This design comes from an exercise in tuning for small area and a short achievable clock period on the open sky130 flow, not from production work. The RTL was checked by simulation tests, not by an equivalence proof against the original design. The clock input has no modelled driver; a real chip could not lean on it and would need a root buffer or a full tree. Power and IR drop assume default switching activity.

==> inputs of 05-07 <==
==> flow/design.v <==
`timescale 1ns / 1ps
module gpo (
    input  gn_hi, pn_hi, gn_lo, pn_lo,
    output g, p
);
    assign g = ~(gn_hi & (pn_hi | gn_lo));
    assign p = ~(pn_hi | pn_lo);
endmodule
module gpa (
    input  g_hi, p_hi, g_lo, p_lo,
    output gn, pn
);
    assign gn = ~(g_hi | (p_hi & g_lo));
    assign pn = ~(p_hi & p_lo);
endmodule
module go (
    input  gn_hi, pn_hi, gn_lo,
    output g
);
    assign g = ~(gn_hi & (pn_hi | gn_lo));
endmodule
module ga (
    input  g_hi, p_hi, g_lo,
    output gn
);
    assign gn = ~(g_hi | (p_hi & g_lo));
endmodule
module hadd (
    input  a, b,
    output s, c
);
    assign s = a ^ b;
    assign c = a & b;
endmodule
module fadd (
    input  a, b, ci,
    output s, co
);
    assign s = a ^ b ^ ci;
    assign co = (a & b) | (a & ci) | (b & ci);
endmodule
module pxor (
    input  a, b,
    output y
);
    assign y = a ^ b;
endmodule
module cout_n (
    input  g, p, ci,
    output con
);
    assign con = ~(g | (p & ci));
endmodule
module ginv (
    input  x,
    output y
);
    assign y = ~x;
endmodule
module part3 #(
    parameter N = 43,
    parameter L = 4
)(
    input  [N-1:0]          gn,
    input  [N-1:0]          pn,
    output [(N-1)/2-1:0]    g,
    output [(N-1)/2-1:0]    p
);
    localparam M = (N - 1) / 2;
    wire [M-1:0] gg [0:L];
    wire [M-1:0] pp [0:L];
    genvar l, m;
    generate
        for (m = 0; m < M; m = m + 1) begin : pr
            if (m == 0) begin : fin
                go u (.gn_hi(gn[1]), .pn_hi(pn[1]), .gn_lo(gn[0]), .g(gg[0][0]));
                assign pp[0][0] = 1'b0;
            end else begin : mid
                gpo u (.gn_hi(gn[2*m+1]), .pn_hi(pn[2*m+1]), .gn_lo(gn[2*m]), .pn_lo(pn[2*m]),
                       .g(gg[0][m]), .p(pp[0][m]));
            end
        end
        for (l = 0; l < L; l = l + 1) begin : lv
            for (m = 0; m < M; m = m + 1) begin : nd
                if (m < (1 << l)) begin : pass
                    ginv u (.x(gg[l][m]), .y(gg[l+1][m]));
                    assign pp[l+1][m] = 1'b0;
                end else if (m < (2 << l)) begin : fin
                    if (l % 2 == 0) begin : a
                        ga u (.g_hi(gg[l][m]), .p_hi(pp[l][m]), .g_lo(gg[l][m-(1<<l)]), .gn(gg[l+1][m]));
                    end else begin : o
                        go u (.gn_hi(gg[l][m]), .pn_hi(pp[l][m]), .gn_lo(gg[l][m-(1<<l)]), .g(gg[l+1][m]));
                    end
                    assign pp[l+1][m] = 1'b0;
                end else begin : mid
                    if (l % 2 == 0) begin : a
                        gpa u (.g_hi(gg[l][m]), .p_hi(pp[l][m]), .g_lo(gg[l][m-(1<<l)]), .p_lo(pp[l][m-(1<<l)]),
                               .gn(gg[l+1][m]), .pn(pp[l+1][m]));
                    end else begin : o
                        gpo u (.gn_hi(gg[l][m]), .pn_hi(pp[l][m]), .gn_lo(gg[l][m-(1<<l)]), .pn_lo(pp[l][m-(1<<l)]),
                               .g(gg[l+1][m]), .p(pp[l+1][m]));
                    end
                end
            end
        end
    endgenerate
    assign g = gg[L];
    assign p = pp[L];
endmodule
`timescale 1ns / 1ps
module part4(
    input clk,
    input [127:0] a,
    input [127:0] b,
    input cin,
    output [127:0] s,
    output cout
);
    localparam N = 43;
    localparam M = (N - 1) / 2;    
    localparam L1 = 3;             
    wire [127:0] d0s;
    wire [N-1:0] d0gn;
    genvar j, i;
    generate
        for (j = 0; j < N; j = j + 1) begin : sl
            localparam LO = (j == 0) ? 0 : 3 * j - 1;    
            localparam HI = 3 * j + 1;                   
            wire [HI:LO] c;                              
            if (j == 0) begin : b0
                fadd u (.a(a[0]), .b(b[0]), .ci(cin), .s(d0s[0]), .co(c[1]));
            end else begin : bn
                hadd u0 (.a(a[LO]), .b(b[LO]), .s(d0s[LO]), .c(c[LO+1]));
                fadd u1 (.a(a[LO+1]), .b(b[LO+1]), .ci(c[LO+1]), .s(d0s[LO+1]), .co(c[LO+2]));
            end
            wire p, g;
            hadd ut (.a(a[HI]), .b(b[HI]), .s(p), .c(g));
            pxor us (.a(p), .b(c[HI]), .y(d0s[HI]));
            cout_n uc (.g(g), .p(p), .ci(c[HI]), .con(d0gn[j]));
        end
    endgenerate
    reg [127:0] r0s;
    reg [N-1:0] r0gn;    
    always @(posedge clk) begin
        r0s <= d0s;
        r0gn <= d0gn;
    end
    wire [N-1:0] pn0;
    assign pn0[0] = ~&r0s[1:0];
    generate
        for (j = 1; j < N; j = j + 1) begin : p0
            assign pn0[j] = ~&r0s[3*j-1 +: 3];
        end
    endgenerate
    wire [M-1:0] g1n, p1n;    
    part3 #(.N(N), .L(L1)) look (.gn(r0gn), .pn(pn0), .g(g1n), .p(p1n));
    reg [127:0] r1s;
    reg [M-1:0] r1gn, r1pn;    
    reg [M:0]   r1en;          
    wire [M:0]  gn_even;
    generate
        for (j = 0; j <= M; j = j + 1) begin : ev
            assign gn_even[j] = r0gn[2*j];
        end
    endgenerate
    always @(posedge clk) begin
        r1s <= r0s;
        r1gn <= g1n;
        r1pn <= p1n;
        r1en <= gn_even;
    end
    wire [M-1:0] g3, p3, g4n, p4n;
    generate
        for (j = 0; j < M; j = j + 1) begin : l3
            if (j < 8) begin : pass
                ginv u (.x(r1gn[j]), .y(g3[j]));
                assign p3[j] = 1'b0;
            end else if (j < 16) begin : fin
                go u (.gn_hi(r1gn[j]), .pn_hi(r1pn[j]), .gn_lo(r1gn[j-8]), .g(g3[j]));
                assign p3[j] = 1'b0;
            end else begin : mid
                gpo u (.gn_hi(r1gn[j]), .pn_hi(r1pn[j]), .gn_lo(r1gn[j-8]), .pn_lo(r1pn[j-8]),
                       .g(g3[j]), .p(p3[j]));
            end
        end
        for (j = 0; j < M; j = j + 1) begin : l4
            if (j < 16) begin : pass
                ginv u (.x(g3[j]), .y(g4n[j]));
            end else begin : fin
                ga u (.g_hi(g3[j]), .p_hi(p3[j]), .g_lo(g3[j-16]), .gn(g4n[j]));
            end
        end
    endgenerate
    wire [N-1:0] co;         
    generate
        for (j = 0; j < N; j = j + 1) begin : fc
            if (j == 0) begin : s0
                assign co[0] = ~r1en[0];
            end else if (j % 2 == 1) begin : odd
                assign co[j] = ~g4n[(j-1)/2];
            end else begin : even
                assign co[j] = ~r1en[j/2] | ((&r1s[3*j-1 +: 3]) & co[j-1]);
            end
        end
    endgenerate
    wire [127:0] d2;
    assign d2[1:0] = r1s[1:0];
    generate
        for (j = 1; j < N; j = j + 1) begin : ic
            for (i = 0; i < 3; i = i + 1) begin : bt
                if (i == 0) begin : b0
                    assign d2[3*j-1] = r1s[3*j-1] ^ co[j-1];
                end else begin : bn
                    assign d2[3*j-1+i] = r1s[3*j-1+i] ^ (co[j-1] & (&r1s[3*j-1 +: i]));
                end
            end
        end
    endgenerate
    reg [128:0] r2, r3, r4, r5, r6, r7;
    always @(posedge clk) begin
        r2 <= {co[N-1], d2};
        r3 <= r2;
        r4 <= r3;
        r5 <= r4;
        r6 <= r5;
        r7 <= r6;
    end
    assign {cout, s} = r7;
endmodule
==> flow/flow/run.sh <==
#!/bin/bash
# The standard layout with three changes: the smallest buffer on the ports,
# a shallow two-level clock tree (flow/cts_tree.tcl) in place of
# TritonCTS's, and stronger cells on the paths to the outputs (set when the
# tree is built; the resizer still sizes everything as usual afterwards).
# make's full output goes to make.log in this folder.
set -euo pipefail
export BUFFER_PORTS_ARGS="-buffer_cell sky130_fd_sc_hd__buf_1"
export PRE_CTS_TCL="$(pwd)/flow/cts_tree.tcl"
export CTS_TREE_OUT_BUF=sky130_fd_sc_hd__buf_4
export CTS_TREE_OUT_FF=sky130_fd_sc_hd__dfxtp_2
bash standard.sh > make.log 2>&1
==> flow/flow/cts_tree.tcl <==
# Sourced by ORFS's cts.tcl as PRE_CTS_TCL. Replaces clock_tree_synthesis
# with a two-level tree: the flip-flops are split by recursive bisection of
# their placement into equal clusters of at most CTS_TREE_CAP sinks, each driven
# by a leaf buffer at its centre; the leaves are split the same way into
# CTS_TREE_ROOTS groups, each driven by a root buffer that the clock port
# drives. Every flip-flop sees the same two buffers, so the tree is
# balanced; it is just shallower than TritonCTS's. Leaves and roots are
# inverters by default (two inversions per path, so the flip-flops see the
# true clock): an inverter is faster than a buffer.

proc cts_tree_bisect { pts k } {
  # pts: list of {item x y}; splits them into k clusters of near-equal size
  # by recursive bisection across the longer side of their bounding box
  if { $k <= 1 } { return [list $pts] }
  set xs [lsort -real [lmap p $pts { lindex $p 1 }]]
  set ys [lsort -real [lmap p $pts { lindex $p 2 }]]
  set dx [expr { [lindex $xs end] - [lindex $xs 0] }]
  set dy [expr { [lindex $ys end] - [lindex $ys 0] }]
  set idx [expr { $dx >= $dy ? 1 : 2 }]
  set s [lsort -real -index $idx $pts]
  set k1 [expr { $k / 2 }]
  set h [expr { int(round([llength $s] * double($k1) / $k)) }]
  return [concat [cts_tree_bisect [lrange $s 0 [expr { $h - 1 }]] $k1] \
                 [cts_tree_bisect [lrange $s $h end] [expr { $k - $k1 }]]]
}

proc cts_tree_centre { pts } {
  set sx 0.0; set sy 0.0
  foreach p $pts { set sx [expr { $sx + [lindex $p 1] }]; set sy [expr { $sy + [lindex $p 2] }] }
  set n [llength $pts]
  return [list [expr { int($sx / $n) }] [expr { int($sy / $n) }]]
}

proc cts_tree_buffer { block master name x y innet } {
  set inst [odb::dbInst_create $block $master $name]
  $inst setLocation $x $y
  $inst setPlacementStatus PLACED
  set net [odb::dbNet_create $block "${name}_net"]
  $net setSigType CLOCK
  foreach it [$inst getITerms] { if { [$it isOutputSignal] } { $it connect $net } }
  if { $innet ne "" } { [$inst findITerm A] connect $innet }
  return [list $inst $net]
}

# Gives each output port's buffer, and the flip-flop that drives it, the
# drive strengths CTS_TREE_OUT_BUF and CTS_TREE_OUT_FF (when set): the
# paths to the outputs carry the fixed output delay, so they are the ones
# that need the drive.
proc cts_tree_size_outputs { block } {
  set obuf [expr { [info exists ::env(CTS_TREE_OUT_BUF)] ? $::env(CTS_TREE_OUT_BUF) : "" }]
  set off [expr { [info exists ::env(CTS_TREE_OUT_FF)] ? $::env(CTS_TREE_OUT_FF) : "" }]
  set nb 0; set nf 0
  foreach bt [$block getBTerms] {
    if { [$bt getIoType] ne "OUTPUT" } { continue }
    set net [$bt getNet]
    if { $net eq "NULL" } { continue }
    foreach it [$net getITerms] {
      if { ![$it isOutputSignal] } { continue }
      set buf [$it getInst]
      if { ![string match "*__buf_*" [[$buf getMaster] getName]] } { continue }
      set in [$buf findITerm A]
      if { $in eq "NULL" || [$in getNet] eq "NULL" } { continue }
      foreach dit [[$in getNet] getITerms] {
        if { [$dit isOutputSignal] && [string match "*__dfxtp_*" [[[$dit getInst] getMaster] getName]] } {
          if { $off ne "" } { replace_cell [[$dit getInst] getName] $off; incr nf }
        }
      }
      if { $obuf ne "" } { replace_cell [$buf getName] $obuf; incr nb }
    }
  }
  puts "cts_tree: resized $nb output buffers and $nf flip-flops"
}

rename clock_tree_synthesis cts_tree_tritoncts
proc clock_tree_synthesis { args } {
  set cap [expr { [info exists ::env(CTS_TREE_CAP)] ? $::env(CTS_TREE_CAP) : 40 }]
  set nroots [expr { [info exists ::env(CTS_TREE_ROOTS)] ? $::env(CTS_TREE_ROOTS) : 4 }]
  set leafbuf [expr { [info exists ::env(CTS_TREE_LEAF)] ? $::env(CTS_TREE_LEAF) : "sky130_fd_sc_hd__clkinv_16" }]
  set rootbuf [expr { [info exists ::env(CTS_TREE_ROOT)] ? $::env(CTS_TREE_ROOT) : "sky130_fd_sc_hd__clkinv_16" }]
  set db [ord::get_db]
  set block [ord::get_db_block]
  set src [lindex [get_property [lindex [all_clocks] 0] sources] 0]
  set clknet [[$block findBTerm [get_full_name $src]] getNet]
  set sinks {}
  foreach it [$clknet getITerms] {
    set bb [[$it getInst] getBBox]
    lappend sinks [list $it [expr { ([$bb xMin] + [$bb xMax]) / 2 }] [expr { ([$bb yMin] + [$bb yMax]) / 2 }]]
  }
  set clusters [cts_tree_bisect $sinks [expr { int(ceil([llength $sinks] / double($cap))) }]]
  set leaves {}
  set i 0
  foreach c $clusters {
    lassign [cts_tree_centre $c] x y
    lappend leaves [list $i $x $y]
    set leafnet($i) $c
    incr i
  }
  set groups [cts_tree_bisect $leaves [expr { min($nroots, [llength $leaves]) }]]
  set lm [$db findMaster $leafbuf]
  set rm [$db findMaster $rootbuf]
  set r 0
  foreach g $groups {
    lassign [cts_tree_centre $g] x y
    lassign [cts_tree_buffer $block $rm "ctree_root_$r" $x $y $clknet] rinst rnet
    foreach l $g {
      lassign $l li lx ly
      lassign [cts_tree_buffer $block $lm "ctree_leaf_$li" $lx $ly $rnet] linst lnet
      foreach s $leafnet($li) {
        set it [lindex $s 0]
        $it disconnect
        $it connect $lnet
      }
    }
    incr r
  }
  puts "cts_tree: [llength $sinks] sinks, [llength $clusters] leaf buffers, [llength $groups] root buffers"
  cts_tree_size_outputs $block
  set_propagated_clock [all_clocks]
}
==> flow/standard.sh <==
#!/bin/bash
# synth_recipe.tcl (not shown) runs the flow's synth.tcl, then flattens the netlist and writes it again
# the make line also repeats each setting of config.mk as NAME=value (left out here)
make -C /OpenROAD-flow-scripts/flow DESIGN_CONFIG=/design/flow/config.mk WORK_HOME=/design/flow/orfs CLKGATE_MAP_FILE= SYNTH_SCRIPT=/design/flow/synth_recipe.tcl "${@:-finish}"
==> flow/config.mk <==
export PLATFORM = sky130hd
export DESIGN_NAME = part4
export DESIGN_NICKNAME = part4
export VERILOG_FILES = /design/flow/design.v
export SDC_FILE = /design/flow/constraint.sdc
export NUM_CORES = 4
export LEC_CHECK = 0
export CAP_MARGIN = 20
export CORE_MARGIN = 2
export CORE_UTILIZATION = 60
export PLACE_DENSITY = 0.75
export SETUP_SLACK_MARGIN = 1.8
export SLEW_MARGIN = 20
export SYNTH_HIERARCHICAL = 1
export SYNTH_MINIMUM_KEEP_SIZE = 0
==> flow/constraint.sdc <==
create_clock -name core_clock -period 3.2 [get_ports {clk}]
set_input_delay 0.6400 -clock core_clock [delete_from_list [all_inputs] [get_ports {clk}]]
set_output_delay 0.6400 -clock core_clock [all_outputs]
set_load 0.01 [all_outputs]
==> 03-26: changes against 05-07 <==
==> flow/flow/run.sh (replaced) <==
#!/bin/bash
# The standard layout with four changes: the smallest drive for every
# combinational cell of the synthesised netlist (flow/downsize.tcl; the
# resizer sizes up where timing needs it), the smallest buffer on the
# ports, a shallow two-level clock tree (flow/cts_tree.tcl) in place of
# TritonCTS's, and shorter, stronger paths to the outputs: when the tree is
# built, the flip-flops that drive the output buffers move next to them,
# and they and the buffers get a stronger drive (the resizer still sizes
# everything as usual afterwards).
# make's full output goes to make.log in this folder.
set -euo pipefail
export BUFFER_PORTS_ARGS="-buffer_cell sky130_fd_sc_hd__buf_1"
export PRE_FLOORPLAN_TCL="$(pwd)/flow/downsize.tcl"
export PRE_CTS_TCL="$(pwd)/flow/cts_tree.tcl"
export CTS_TREE_PULL_OUTPUTS=1
export CTS_TREE_OUT_BUF=sky130_fd_sc_hd__buf_4
export CTS_TREE_OUT_FF=sky130_fd_sc_hd__dfxtp_2
bash standard.sh > make.log 2>&1
--- a/flow/flow/cts_tree.tcl
+++ b/flow/flow/cts_tree.tcl
@@ -71,14 +71,58 @@
   puts "cts_tree: resized $nb output buffers and $nf flip-flops"
 }
 
+# Moves the flip-flop that drives each output port's buffer next to that
+# buffer (which sits by the port), on the side towards the core's centre:
+# the path to the output carries the fixed output delay, so its wire
+# should be the short one, and the wire from the flip-flop before it the
+# long one. Detailed placement legalises the moved cells afterwards.
+proc cts_tree_pull_outputs { block } {
+  set core [$block getCoreArea]
+  set cx [expr { ([$core xMin] + [$core xMax]) / 2.0 }]
+  set cy [expr { ([$core yMin] + [$core yMax]) / 2.0 }]
+  set step 4000
+  set n 0
+  foreach bt [$block getBTerms] {
+    if { [$bt getIoType] ne "OUTPUT" } { continue }
+    set net [$bt getNet]
+    if { $net eq "NULL" } { continue }
+    foreach it [$net getITerms] {
+      if { ![$it isOutputSignal] } { continue }
+      set buf [$it getInst]
+      set in [$buf findITerm A]
+      if { $in eq "NULL" || [$in getNet] eq "NULL" } { continue }
+      set bb [$buf getBBox]
+      set bx [expr { ([$bb xMin] + [$bb xMax]) / 2.0 }]
+      set by [expr { ([$bb yMin] + [$bb yMax]) / 2.0 }]
+      foreach dit [[$in getNet] getITerms] {
+        set ff [$dit getInst]
+        if { ![$dit isOutputSignal] || ![string match "*__dfxtp_*" [[$ff getMaster] getName]] } { continue }
+        set dx [expr { $cx - $bx }]; set dy [expr { $cy - $by }]
+        if { abs($dx) >= abs($dy) } {
+          set x [expr { $bx + ($dx > 0 ? $step : -$step) }]; set y $by
+        } else {
+          set x $bx; set y [expr { $by + ($dy > 0 ? $step : -$step) }]
+        }
+        set fb [$ff getBBox]
+        $ff setLocation [expr { int($x - ([$fb xMax] - [$fb xMin]) / 2) }] [expr { int($y - ([$fb yMax] - [$fb yMin]) / 2) }]
+        incr n
+      }
+    }
+  }
+  puts "cts_tree: moved $n output flip-flops next to their buffers"
+}
+
 rename clock_tree_synthesis cts_tree_tritoncts
 proc clock_tree_synthesis { args } {
-  set cap [expr { [info exists ::env(CTS_TREE_CAP)] ? $::env(CTS_TREE_CAP) : 40 }]
+  set cap [expr { [info exists ::env(CTS_TREE_CAP)] ? $::env(CTS_TREE_CAP) : 50 }]
   set nroots [expr { [info exists ::env(CTS_TREE_ROOTS)] ? $::env(CTS_TREE_ROOTS) : 4 }]
   set leafbuf [expr { [info exists ::env(CTS_TREE_LEAF)] ? $::env(CTS_TREE_LEAF) : "sky130_fd_sc_hd__clkinv_16" }]
   set rootbuf [expr { [info exists ::env(CTS_TREE_ROOT)] ? $::env(CTS_TREE_ROOT) : "sky130_fd_sc_hd__clkinv_16" }]
   set db [ord::get_db]
   set block [ord::get_db_block]
+  if { [info exists ::env(CTS_TREE_PULL_OUTPUTS)] && $::env(CTS_TREE_PULL_OUTPUTS) } {
+    cts_tree_pull_outputs $block
+  }
   set src [lindex [get_property [lindex [all_clocks] 0] sources] 0]
   set clknet [[$block findBTerm [get_full_name $src]] getNet]
   set sinks {}
==> flow/flow/downsize.tcl (new file) <==
# Sourced by ORFS's floorplan.tcl as PRE_FLOORPLAN_TCL, on the synthesised
# netlist. Yosys's ABC maps the small lookahead modules with drive strength
# 2 gates, sized for a load they do not have; this gives every
# combinational cell the smallest drive of its kind, except the cells
# that feed the stage-1 registers (r1*), whose lookahead is the deepest
# logic between registers. The floorplan's setup repair, and the resizer
# in the later steps, size up again where timing needs it.
set ds_keep {}
foreach c [get_fanin -to [get_pins -of_objects [get_cells r1*] -filter "direction==input"] -flat -only_cells] {
  dict set ds_keep [get_full_name $c] 1
}
set ds_n 0
foreach inst [[ord::get_db_block] getInsts] {
  set m [[$inst getMaster] getName]
  if { ![regexp {^(sky130_fd_sc_hd__[a-z0-9]+)_([0-9]+)$} $m -> base drive] } { continue }
  if { $drive <= 1 || [string match "*df*" $base] || [string match "*buf*" $base] } { continue }
  if { [dict exists $ds_keep [$inst getName]] } { continue }
  if { [[ord::get_db] findMaster "${base}_1"] eq "NULL" } { continue }
  replace_cell [$inst getName] "${base}_1"
  incr ds_n
}
puts "downsize: $ds_n cells to drive 1, [dict size $ds_keep] cells feeding stage 1 kept"
--- a/flow/config.mk
+++ b/flow/config.mk
@@ -9,7 +9,7 @@
 export CORE_MARGIN = 2
 export CORE_UTILIZATION = 60
 export PLACE_DENSITY = 0.75
-export SETUP_SLACK_MARGIN = 1.8
+export SETUP_SLACK_MARGIN = 1.75
 export SLEW_MARGIN = 20
 export SYNTH_HIERARCHICAL = 1
 export SYNTH_MINIMUM_KEEP_SIZE = 0
==> 05-13: changes against 05-07 <==
==> flow/flow/run.sh (replaced) <==
#!/bin/bash
# The standard layout with four changes: the smallest drive for every
# combinational cell of the synthesised netlist (flow/downsize.tcl; the
# resizer sizes up where timing needs it), the smallest buffer on the
# ports, a shallow two-level clock tree (flow/cts_tree.tcl) in place of
# TritonCTS's, and shorter, stronger paths to the outputs: when the tree is
# built, the flip-flops that drive the output buffers move next to them,
# and they and the buffers get a stronger drive (the resizer still sizes
# everything as usual afterwards).
# make's full output goes to make.log in this folder.
set -euo pipefail
export BUFFER_PORTS_ARGS="-buffer_cell sky130_fd_sc_hd__buf_1"
export PRE_FLOORPLAN_TCL="$(pwd)/flow/downsize.tcl"
export PRE_CTS_TCL="$(pwd)/flow/cts_tree.tcl"
export CTS_TREE_PULL_OUTPUTS=1
export CTS_TREE_OUT_BUF=sky130_fd_sc_hd__buf_4
export CTS_TREE_OUT_FF=sky130_fd_sc_hd__dfxtp_2
export CTS_TREE_OUT_FIX=1
bash standard.sh > make.log 2>&1
--- a/flow/flow/cts_tree.tcl
+++ b/flow/flow/cts_tree.tcl
@@ -45,7 +45,8 @@
 # Gives each output port's buffer, and the flip-flop that drives it, the
 # drive strengths CTS_TREE_OUT_BUF and CTS_TREE_OUT_FF (when set): the
 # paths to the outputs carry the fixed output delay, so they are the ones
-# that need the drive.
+# that need the drive. With CTS_TREE_OUT_FIX set, the resizer may not change
+# the output buffers afterwards: a larger one gains next to nothing there.
 proc cts_tree_size_outputs { block } {
   set obuf [expr { [info exists ::env(CTS_TREE_OUT_BUF)] ? $::env(CTS_TREE_OUT_BUF) : "" }]
   set off [expr { [info exists ::env(CTS_TREE_OUT_FF)] ? $::env(CTS_TREE_OUT_FF) : "" }]
@@ -66,19 +67,64 @@
         }
       }
       if { $obuf ne "" } { replace_cell [$buf getName] $obuf; incr nb }
+      if { [info exists ::env(CTS_TREE_OUT_FIX)] && $::env(CTS_TREE_OUT_FIX) } { $buf setDoNotTouch 1 }
     }
   }
   puts "cts_tree: resized $nb output buffers and $nf flip-flops"
 }
 
+# Moves the flip-flop that drives each output port's buffer next to that
+# buffer (which sits by the port), on the side towards the core's centre:
+# the path to the output carries the fixed output delay, so its wire
+# should be the short one, and the wire from the flip-flop before it the
+# long one. Detailed placement legalises the moved cells afterwards.
+proc cts_tree_pull_outputs { block } {
+  set core [$block getCoreArea]
+  set cx [expr { ([$core xMin] + [$core xMax]) / 2.0 }]
+  set cy [expr { ([$core yMin] + [$core yMax]) / 2.0 }]
+  set step 4000
+  set n 0
+  foreach bt [$block getBTerms] {
+    if { [$bt getIoType] ne "OUTPUT" } { continue }
+    set net [$bt getNet]
+    if { $net eq "NULL" } { continue }
+    foreach it [$net getITerms] {
+      if { ![$it isOutputSignal] } { continue }
+      set buf [$it getInst]
+      set in [$buf findITerm A]
+      if { $in eq "NULL" || [$in getNet] eq "NULL" } { continue }
+      set bb [$buf getBBox]
+      set bx [expr { ([$bb xMin] + [$bb xMax]) / 2.0 }]
+      set by [expr { ([$bb yMin] + [$bb yMax]) / 2.0 }]
+      foreach dit [[$in getNet] getITerms] {
+        set ff [$dit getInst]
+        if { ![$dit isOutputSignal] || ![string match "*__dfxtp_*" [[$ff getMaster] getName]] } { continue }
+        set dx [expr { $cx - $bx }]; set dy [expr { $cy - $by }]
+        if { abs($dx) >= abs($dy) } {
+          set x [expr { $bx + ($dx > 0 ? $step : -$step) }]; set y $by
+        } else {
+          set x $bx; set y [expr { $by + ($dy > 0 ? $step : -$step) }]
+        }
+        set fb [$ff getBBox]
+        $ff setLocation [expr { int($x - ([$fb xMax] - [$fb xMin]) / 2) }] [expr { int($y - ([$fb yMax] - [$fb yMin]) / 2) }]
+        incr n
+      }
+    }
+  }
+  puts "cts_tree: moved $n output flip-flops next to their buffers"
+}
+
 rename clock_tree_synthesis cts_tree_tritoncts
 proc clock_tree_synthesis { args } {
-  set cap [expr { [info exists ::env(CTS_TREE_CAP)] ? $::env(CTS_TREE_CAP) : 40 }]
+  set cap [expr { [info exists ::env(CTS_TREE_CAP)] ? $::env(CTS_TREE_CAP) : 50 }]
   set nroots [expr { [info exists ::env(CTS_TREE_ROOTS)] ? $::env(CTS_TREE_ROOTS) : 4 }]
   set leafbuf [expr { [info exists ::env(CTS_TREE_LEAF)] ? $::env(CTS_TREE_LEAF) : "sky130_fd_sc_hd__clkinv_16" }]
   set rootbuf [expr { [info exists ::env(CTS_TREE_ROOT)] ? $::env(CTS_TREE_ROOT) : "sky130_fd_sc_hd__clkinv_16" }]
   set db [ord::get_db]
   set block [ord::get_db_block]
+  if { [info exists ::env(CTS_TREE_PULL_OUTPUTS)] && $::env(CTS_TREE_PULL_OUTPUTS) } {
+    cts_tree_pull_outputs $block
+  }
   set src [lindex [get_property [lindex [all_clocks] 0] sources] 0]
   set clknet [[$block findBTerm [get_full_name $src]] getNet]
   set sinks {}
==> flow/flow/downsize.tcl (new file) <==
# Sourced by ORFS's floorplan.tcl as PRE_FLOORPLAN_TCL, on the synthesised
# netlist. Yosys's ABC maps the small lookahead modules with drive strength
# 2 gates, sized for a load they do not have; this gives every
# combinational cell the smallest drive of its kind. The floorplan's setup
# repair, and the resizer in the later steps, size up again where timing
# needs it.
set cts_ds_n 0
set cts_ds_area 0.0
foreach inst [[ord::get_db_block] getInsts] {
  set m [[$inst getMaster] getName]
  if { ![regexp {^(sky130_fd_sc_hd__[a-z0-9]+)_([0-9]+)$} $m -> base drive] } { continue }
  if { $drive <= 1 || [string match "*df*" $base] || [string match "*buf*" $base] } { continue }
  set small [[ord::get_db] findMaster "${base}_1"]
  if { $small eq "NULL" } { continue }
  set cts_ds_area [expr { $cts_ds_area + [[$inst getMaster] getWidth] - [$small getWidth] }]
  replace_cell [$inst getName] "${base}_1"
  incr cts_ds_n
}
puts "downsize: $cts_ds_n cells to drive 1"
--- a/flow/config.mk
+++ b/flow/config.mk
@@ -9,7 +9,7 @@
 export CORE_MARGIN = 2
 export CORE_UTILIZATION = 60
 export PLACE_DENSITY = 0.75
-export SETUP_SLACK_MARGIN = 1.8
+export SETUP_SLACK_MARGIN = 1.75
 export SLEW_MARGIN = 20
 export SYNTH_HIERARCHICAL = 1
 export SYNTH_MINIMUM_KEEP_SIZE = 0
==> summary.md <==
| Metric | Value |
|---|---|
| Met1 GRT Util | `21.4%` |
| Layout cells sized above 1 | `19.7%` |
| HPWL after DPL | `32,000 um` |
| Cell Chain, Critical Path | `buf_4` |
| Routed WL | `45,400 um` |
| Final Core Density | `69.5%` |
| Placed Cells | `2,829` |
| Tapcells inserted | `607` |
| Clock power frac | `19.2%` |
| Vias per std cell | `4.67` |
| Outcome | `no timing/DRC/antenna violations` |
| Max layer used | `met4` |
| Setup Fix Bufs, Post-CTS | `0` |
the above is filed under 03-26

==> summary.md <==
| Metric | Value |
|---|---|
| Outcome | `no timing/DRC/antenna violations` |
| Cell Chain, Critical Path | `buf_6` |
| Clock power frac | `19.9%` |
| Tapcells inserted | `615` |
| Setup Fix Bufs, Post-CTS | `3` |
| Placed Cells | `2,837` |
| HPWL after DPL | `33,200 um` |
| Layout cells sized above 1 | `27.1%` |
| Routed WL | `44,600 um` |
| Final Core Density | `71.8%` |
| Met1 GRT Util | `21.9%` |
| Max layer used | `met4` |
the above is filed under 05-07

==> summary.md <==
| Metric | Value |
|---|---|
| Outcome | `no timing/DRC/antenna violations` |
| Placed Cells | `2,829` |
| Met1 GRT Util | `23.0%` |
| Cell Chain, Critical Path | `buf_4` |
| Leak | `0.0134 uW` |
| GR Util met3 | `1.39%` |
| Layout cells sized above 1 | `16.7%` |
| Max layer used | `met5` |
| Tapcells inserted | `607` |
| Final Core Density | `69.2%` |
| Routed WL | `45,500 um` |
| Vias per std cell | `4.64` |
the above is filed under 05-13

In every run of this note, the design's own scripts or RTL, not TritonCTS, make the clock network.

[re-timing with driven ports]
The results above use ideal ports. As a check the final layouts listed here were re-extracted and re-timed, cells and wires unchanged.
Step 1: set_driving_cell puts a clkbuf_16 on clk and a buf_2 on each other input, an assumption about the parent block.
Step 2 adds t to the input delays and takes it off the output delays; t is the mean of the earliest and latest rising clock arrival at the registers after step 1. Input paths then give back, and output paths get back, about the clock's delay inside the block.
Three values: ideal ports, drivers, drivers and shift; two values: the first two.
run	t, ns	setup slack, ns	latest minus earliest clock arrival (ns)
05-07	0.557	1.745 / 1.502 / 1.530	0.049 / 0.049
03-26	0.532	1.779 / 1.531 / 1.533	0.051 / 0.051
05-13	0.522	1.783 / 1.539 / 1.515	0.052 / 0.052
After both steps setup and hold are still met in every run listed. For 05-13, which loses most, drivers alone change the setup slack by -0.244 ns; drivers and shift together by -0.268 ns.
